Source: an optimization exercise on an open RTL-to-GDS flow (aim: small area). Production flows keep margins and buffers that such runs may drop.
The RTL was checked by simulation tests, not by an equivalence proof against the original design.
No activity file was given, so power comes from the tool's default toggle rates.

<file path="flow/design.v">
module top(
	clock, KEY,
	SW, LEDR_o,
	HEX0_o, HEX1_o, HEX2_o, HEX3_o, HEX4_o, HEX5_o
);
	input wire clock;
	input wire [3:0] KEY;
	input wire [9:0] SW;
	output wire [9:0] LEDR_o;
	output wire [6:0] HEX0_o, HEX1_o, HEX2_o, HEX3_o, HEX4_o, HEX5_o;
	function [6:0] dec7;
		input [3:0] g;
		reg [111:0] t;
		begin
			t = 112'h1c190c60620800f0089196093cc0;
			dec7 = t[g*7 +: 7];
		end
	endfunction
	function [6:0] dect;
		input [3:0] g;
		reg [111:0] t;
		begin
			t = 112'h1c190c60622000f0089196093cc0;
			dect = t[g*7 +: 7];
		end
	endfunction
	function [3:0] rom;
		input [1:0] m;
		input [3:0] a;
		reg [63:0] t;
		begin
			case (m)
				2'd0: t = 64'h1111_1111_1111_1111;
				2'd3: t = 64'h2481_2821_8421_8481;
				default: t = 64'h2418_2182_8481_8241;
			endcase
			rom = t[a*4 +: 4];
		end
	endfunction
	localparam [2:0] S_INIT = 3'd0, S_SETUP = 3'd1, S_PF = 3'd2, S_PU = 3'd3,
	                 S_CHK = 3'd4, S_NR = 3'd5, S_RES = 3'd6;
	reg [2:0] state, next_state;
	wire st_init = (state == S_INIT);
	wire st_setup = (state == S_SETUP);
	wire st_pf = (state == S_PF);
	wire st_pu = (state == S_PU);
	wire st_nr = (state == S_NR);
	wire st_res = (state == S_RES);
	wire r2 = st_init | st_nr;
	reg [1:0] level;
	reg [1:0] map;
	reg [3:0] target;
	reg [3:0] round;
	reg [3:0] tempo;
	reg [3:0] cnt;
	reg done;
	reg mism;
	reg [3:0] last;
	reg [3:0] k1, k2;
	reg [1:0] q;
	reg [2:0] m5;
	reg [5:0] m50;
	reg [6:0] m83;
	wire win = (round == target);
	wire tend = (tempo == 4'd9);
	always @(*) begin
		case (state)
			S_INIT: next_state = S_SETUP;
			S_SETUP: next_state = SW[0] ? S_PF : S_SETUP;
			S_PF: next_state = done ? S_PU : S_PF;
			S_PU: next_state = done ? S_CHK : (tend ? S_RES : S_PU);
			S_CHK: next_state = mism ? S_RES : S_NR;
			S_NR: next_state = win ? S_RES : S_PF;
			S_RES: next_state = S_RES;
			default: next_state = S_INIT;
		endcase
	end
	always @(posedge clock)
		if (SW[1]) state <= S_INIT;
		else state <= next_state;
	wire q3 = (q == 2'd3);
	wire q1 = (q == 2'd1);
	wire m5w = (m5 == 3'd4);
	wire tick5 = q1 & (m5 == 3'd2);
	wire tick2 = tick5 & ((m50 == 6'd12) | (m50 == 6'd37));
	wire tick1 = q3 & m5w & (m50 == 6'd24);
	wire tick3 = q1 & (m83 == 7'd41);
	always @(posedge clock) begin
		if (st_init) begin
			q <= 2'd0;
			m5 <= 3'd0;
			m50 <= 6'd0;
			m83 <= 7'd0;
		end else begin
			q <= q + 2'd1;
			if (q3) begin
				m5 <= m5w ? 3'd0 : m5 + 3'd1;
				if (m5w) m50 <= (m50 == 6'd49) ? 6'd0 : m50 + 6'd1;
				m83 <= (m83 == 7'd82) ? 7'd0 : m83 + 7'd1;
			end
		end
	end
	reg speed;
	always @(*)
		case (level)
			2'd0: speed = tick5;
			2'd1: speed = tick1;
			2'd2: speed = tick2;
			default: speed = tick3;
		endcase
	always @(posedge clock) begin
		if (st_init) level <= 2'd0;
		else if (st_setup) level <= SW[9:8];
		if (st_init | st_setup) begin
			map <= SW[7:6];
			target <= SW[5:2];
		end
	end
	always @(posedge clock) begin
		k1 <= ~KEY;
		k2 <= k1;
	end
	wire [3:0] nbtn = k1 & ~k2;
	wire press = |nbtn;
	always @(posedge clock)
		if (st_init) round <= 4'd1;
		else if (st_nr & ~win) round <= round + 4'd1;
	always @(posedge clock)
		if (r2) tempo <= 4'd0;
		else if (st_pu & tick1) tempo <= tempo + 4'd1;
	wire [3:0] sym = rom(map, cnt);
	wire step_f = st_pf & speed & ~done;
	wire step_u = st_pu & press & ~done;
	wire step = step_f | step_u;
	wire [3:0] cnt1 = cnt + 4'd1;
	always @(posedge clock) begin
		if (r2 | (st_pf & done)) begin
			cnt <= 4'd0;
			done <= 1'b0;
		end else if (step) begin
			cnt <= cnt1;
			done <= (cnt1 == round);
		end
		if (step) last <= st_pf ? sym : nbtn;
		if (r2) mism <= 1'b0;
		else if (step_u & (nbtn != sym)) mism <= 1'b1;
	end
	wire has = done | (cnt != 4'd0);
	assign LEDR_o[3:0] = (st_pf & has) ? last : 4'b0000;
	assign LEDR_o[4] = st_pf;
	assign LEDR_o[5] = st_pu;
	assign LEDR_o[9:6] = (st_pu & has) ? last : 4'b0000;
	assign HEX5_o = st_res ? (win ? 7'b011_1110 : 7'b111_0001) : 7'b011_1000;
	assign HEX4_o = st_res ? (win ? 7'b110_1101 : 7'b111_0001) : dec7({2'b00, level});
	assign HEX3_o = st_res ? (win ? 7'b111_1001 : 7'b110_1111) : 7'b111_1000;
	assign HEX2_o = st_res ? (win ? 7'b101_0000 : 7'b111_0111) : dect(tempo);
	assign HEX1_o = st_res ? dec7({level, round[3:2]}) : 7'b101_0000;
	assign HEX0_o = dec7(st_res ? {round[1:0], map} : round);
endmodule
</file>
<file path="flow/config.mk">
export PLATFORM = sky130hd
export DESIGN_NAME = top
export DESIGN_NICKNAME = top
export VERILOG_FILES = /design/flow/design.v
export SDC_FILE = /design/flow/constraint.sdc
export NUM_CORES = 4
export LEC_CHECK = 0
export CAP_MARGIN = 20
export CORE_MARGIN = 2
export CORE_UTILIZATION = 40
export SLEW_MARGIN = 20
</file>
<file path="flow/run.sh">
#!/bin/bash
# synth_recipe.tcl (not shown) runs the flow's synth.tcl, then flattens the netlist and writes it again
# the make line also repeats each setting of config.mk as NAME=value (left out here)
make -C /OpenROAD-flow-scripts/flow DESIGN_CONFIG=/design/flow/config.mk WORK_HOME=/design/flow/orfs CLKGATE_MAP_FILE= SYNTH_SCRIPT=/design/flow/synth_recipe.tcl finish
</file>
<file path="flow/constraint.sdc">
create_clock -name core_clock -period 10.0 [get_ports {clock}]
set_input_delay 2.0000 -clock core_clock [delete_from_list [all_inputs] [get_ports {clock}]]
set_output_delay 2.0000 -clock core_clock [all_outputs]
set_load 0.01 [all_outputs]
</file>
==> metrics.md <==
| Metric | Value |
|---|---|
| I/O pin count | 67 |
| H-tree lvl count | 2 |
| DRT iter0 DRCs | 143 |
| Slew HR | 46.21% |
| Wirelength per Cell | 12.63 um |
| Number of global-route vias before repair | 2,959 |
| GP Congestion | 0.8395 |
| Filler cell count | 962 |
| Grt total ovfl | 0 |
| Synth warn | 1 |
| Seq/Total Area, Yosys | 30.78% |
| Die area | 10,560 sq um |
| Total CTS buffers | 5 |
| Port Buf Inserts | 60 |
| Post-CTS Setup Bufs | 0 |
| Pwr/cell area | 103.3 nW/um^2 |
| Mapped Cells | 481 |
| Hold WC Path Type | flip-flop to flip-flop |
| Largest net degree at the start of global routing | 24 |
| Post-synth EDFFs | 10 |
| RSZ-0062 raised after global routing | no |
| Global-route wire length before repair | 13.68 mm |
| CP arrival | 3.98 ns |
| Total number of vias | 3,258 |
| # nets final | 562 |
| Storage element area | 1201 sq um |
| Post-route cell area | 4574 sq um |
| DP Area | 4468 sq um |
| CTS hold repair buffers | 0 |
| Multi-input gate area in the final layout | 2369 sq um |
| GRT Resource Usage Total | 15.94% |
| Peak VDD IR | 0.00005547 V |
| Final setup viols | 0 |
| Die height | 102.8 um |
| Total Negative Setup Slacks | 0 ns |
| Clk slew on worst S/H paths | 0.11 ns |
| Async S/R FF share, synth | 0% |
| Hold Vio Cnt, Final | 0 |
| Synth top area share | 23.08% |
| Area Growth Syn to Fin | 17.22% |
| Crit Path Class | flip-flop to output port |
| Startpoint Class | flip-flop |
| Worst clock skew | 0.01586 ns |
| Residual DRC | 0 |
| CTS resizes | 0 |
| Root Buffer | clkbuf_8 |
| Die X-Extent | 102.8 um |
| Leak | 1.770 nW |
| Rows | 36 |
| CTS sink count | 55 |
| Core Region | 9639 sq um |
| Seq cells post-synth | 55 |
| Required time of the worst setup path | 8.00 ns |
| Yosys top cell by area | dfxtp_1 |
| DR pass1 iterations | 4 |
| Fin util | 47.46% |
| Share of layout cells above drive strength 1 | 3.704% |
| Via density per instance | 5.043 |
| Mean Syn Cell Area | 8.113 sq um |
| Run status | timing/DRC/antenna clean |
| Initial Util | 40.49% |
| Post-route ant nets | 0 |
| Min Tclk post-route | 5.984 ns |
| DP HPWL | 6.250 mm |
| F_max | 0.1671 GHz |
| Max Cap Viol | 0 |
| Clock tree buffer depth | 2 |
| Post-synthesis cell type count | 59 |
| Synth area leaders | dfxtp_1 23%, ha_1 11%, edfxtp_1 7.7%, nor2_1 5.6%, xnor2_1 4.5% |
| Count leader, synth | nor2_1 |
| Worst setup EP type | output port |
| WL final | 8.162 mm |
| Commonest cells in the netlist | 58 x nor2_1, 45 x dfxtp_1, 41 x nand2_1 |
| Slew Viols, Final | 0 |
| Insertion delay to the later sink of the worst-skew pair | 0.32 ns |
| Worst slew pin tran | 0.8057 ns |
| Non-Filler Instances | 646 |
| Initial antenna violation count | 0 |
| Dominant synthesized flop cell | dfxtp_1 |
| Crit share post-route | 59.84% |
| CP Max Fanout | 23 |
| CTS tree | built |
| Diodes inserted | 0 |
| Mapped Area | 3902 sq um |
| Placed cells | 638 |
registers in the layout, summed over array words and instances (netlist names):
name / count
map: 2
q: 2
k2: 4
k1: 4
state: 3
tempo: 4
round: 4
level: 2
done: 1
last: 4
mism: 1
target: 4
cnt: 4
m50: 6
m5: 3
m83: 7
cells in the final DEF (no fill, tap or decap), types with 2 or more instances in the layout:
| cell | instances |
|---|---|
| a211oi_1 | 9 |
| a21o_1 | 3 |
| a21oi_1 | 25 |
| a311oi_1 | 5 |
| a31oi_1 | 2 |
| and2_1 | 11 |
| and3_1 | 4 |
| clkbuf_8 | 5 |
| clkdlybuf4s50_1 | 60 |
| conb_1 | 6 |
| dfxtp_1 | 45 |
| edfxtp_1 | 10 |
| ha_1 | 35 |
| inv_1 | 34 |
| mux2_2 | 2 |
| mux2i_1 | 9 |
| nand2_1 | 41 |
| nand2b_1 | 3 |
| nand3_1 | 7 |
| nand3b_1 | 3 |
| nand4_1 | 6 |
| nand4b_1 | 2 |
| nor2_1 | 58 |
| nor2b_1 | 7 |
| nor3_1 | 8 |
| nor3b_1 | 4 |
| nor4_1 | 3 |
| o211ai_1 | 3 |
| o21ai_0 | 30 |
| o21ai_1 | 2 |
| o22ai_1 | 7 |
| or3_1 | 7 |
| xnor2_1 | 20 |
| xor2_1 | 10 |
final timing paths:
kind	start	endpoint	slack, ns	cells after the start
setup / recovery	state[2]	HEX0_o[3]	4.02	9
hold / removal	k1[1]	k2[1]	0.35	0
setup reg to reg	q[0]	tempo[3]	7.82	7
hold reg to reg	k1[1]	k2[1]	0.35	0
critical path, stage by stage, from the launching register on:
cell	delay, ns
dfxtp_1	0.86
nand3b_1	0.63
inv_2	0.42
nand2_1	0.08
o21ai_1	0.25
inv_1	0.15
ha_1	0.30
inv_1	0.05
mux4_2	0.44
clkdlybuf4s50_1	0.49
per-stage QoR:
stage	hold WS, ns	worst slack [ns]	power, mW
after floorplan	0.3235	5.882	0.3113
after global placement	0.3308	4.473	0.3356
after detailed placement	0.3355	4.384	0.3372
after CTS	0.3571	4.055	0.4788
after global routing	0.3608	3.643	0.4997
final	0.3543	4.016	0.4727
cell type report:
| cell class | count | share of cell area [%] |
|---|---|---|
| multi-input combinational | 355 | 51.78 |
| sequential | 55 | 26.26 |
| timing repair buffer | 60 | 13.13 |
| inverter | 35 | 2.872 |
| clock inverter | 1 | 0.1915 |
| tap | 133 | 3.638 |
| clock buffer | 7 | 2.133 |
layer usage:
layer | track usage [%] | up-vias | part of all wire (%)
li1 | - | 1686 | -
met1 | 22.19 | 1500 | 49
met2 | 26.24 | 63 | 46
met3 | 2.576 | 9 | 3.8
met4 | 3.340 | 0 | 0.89
met5 | 0 | - | 0
where the power goes:
part,switching (mW),internal (mW)
Combinational,0.0411,0.0362
Sequential,0.0164,0.237
Clock,0.0760,0.0658
cell families after synthesis:
group	after synthesis	share of synthesized area [%]
fa+ha+maj	35	11.22
compound gates	99	16.16
buf+inv	75	8.913
simple gates	173	22.54
mux	12	3.463
other cells	2	0.1924
flops	55	30.78
xor+xnor	30	6.733

re-timing with driven ports:
No port has a modelled driver above. Below, the same layout with a new extraction and two added sets of constraints. Step 1 assumes that a clkbuf_16 drives the clock port and a buf_2 every other input. Step 2 also shifts input and output timing later by t, the mid clock arrival at the registers, as if the neighbouring blocks saw the same clock. Slacks: no drivers / after step 1 / after step 2; pairs: no drivers / after step 1.
t (ns): 0.338
setup slack, ns: 4.016 / 3.986 / 4.324
worst hold slack (ns): 0.354 / 0.354 / 0.354
latest minus earliest clock arrival (ns): 0.017 / 0.016
worst slew at a driven data input, ns: 0.04
After both steps setup and hold are still met in this run. The setup slack of this run moves by -0.030 ns with the drivers and by +0.308 ns with both steps.
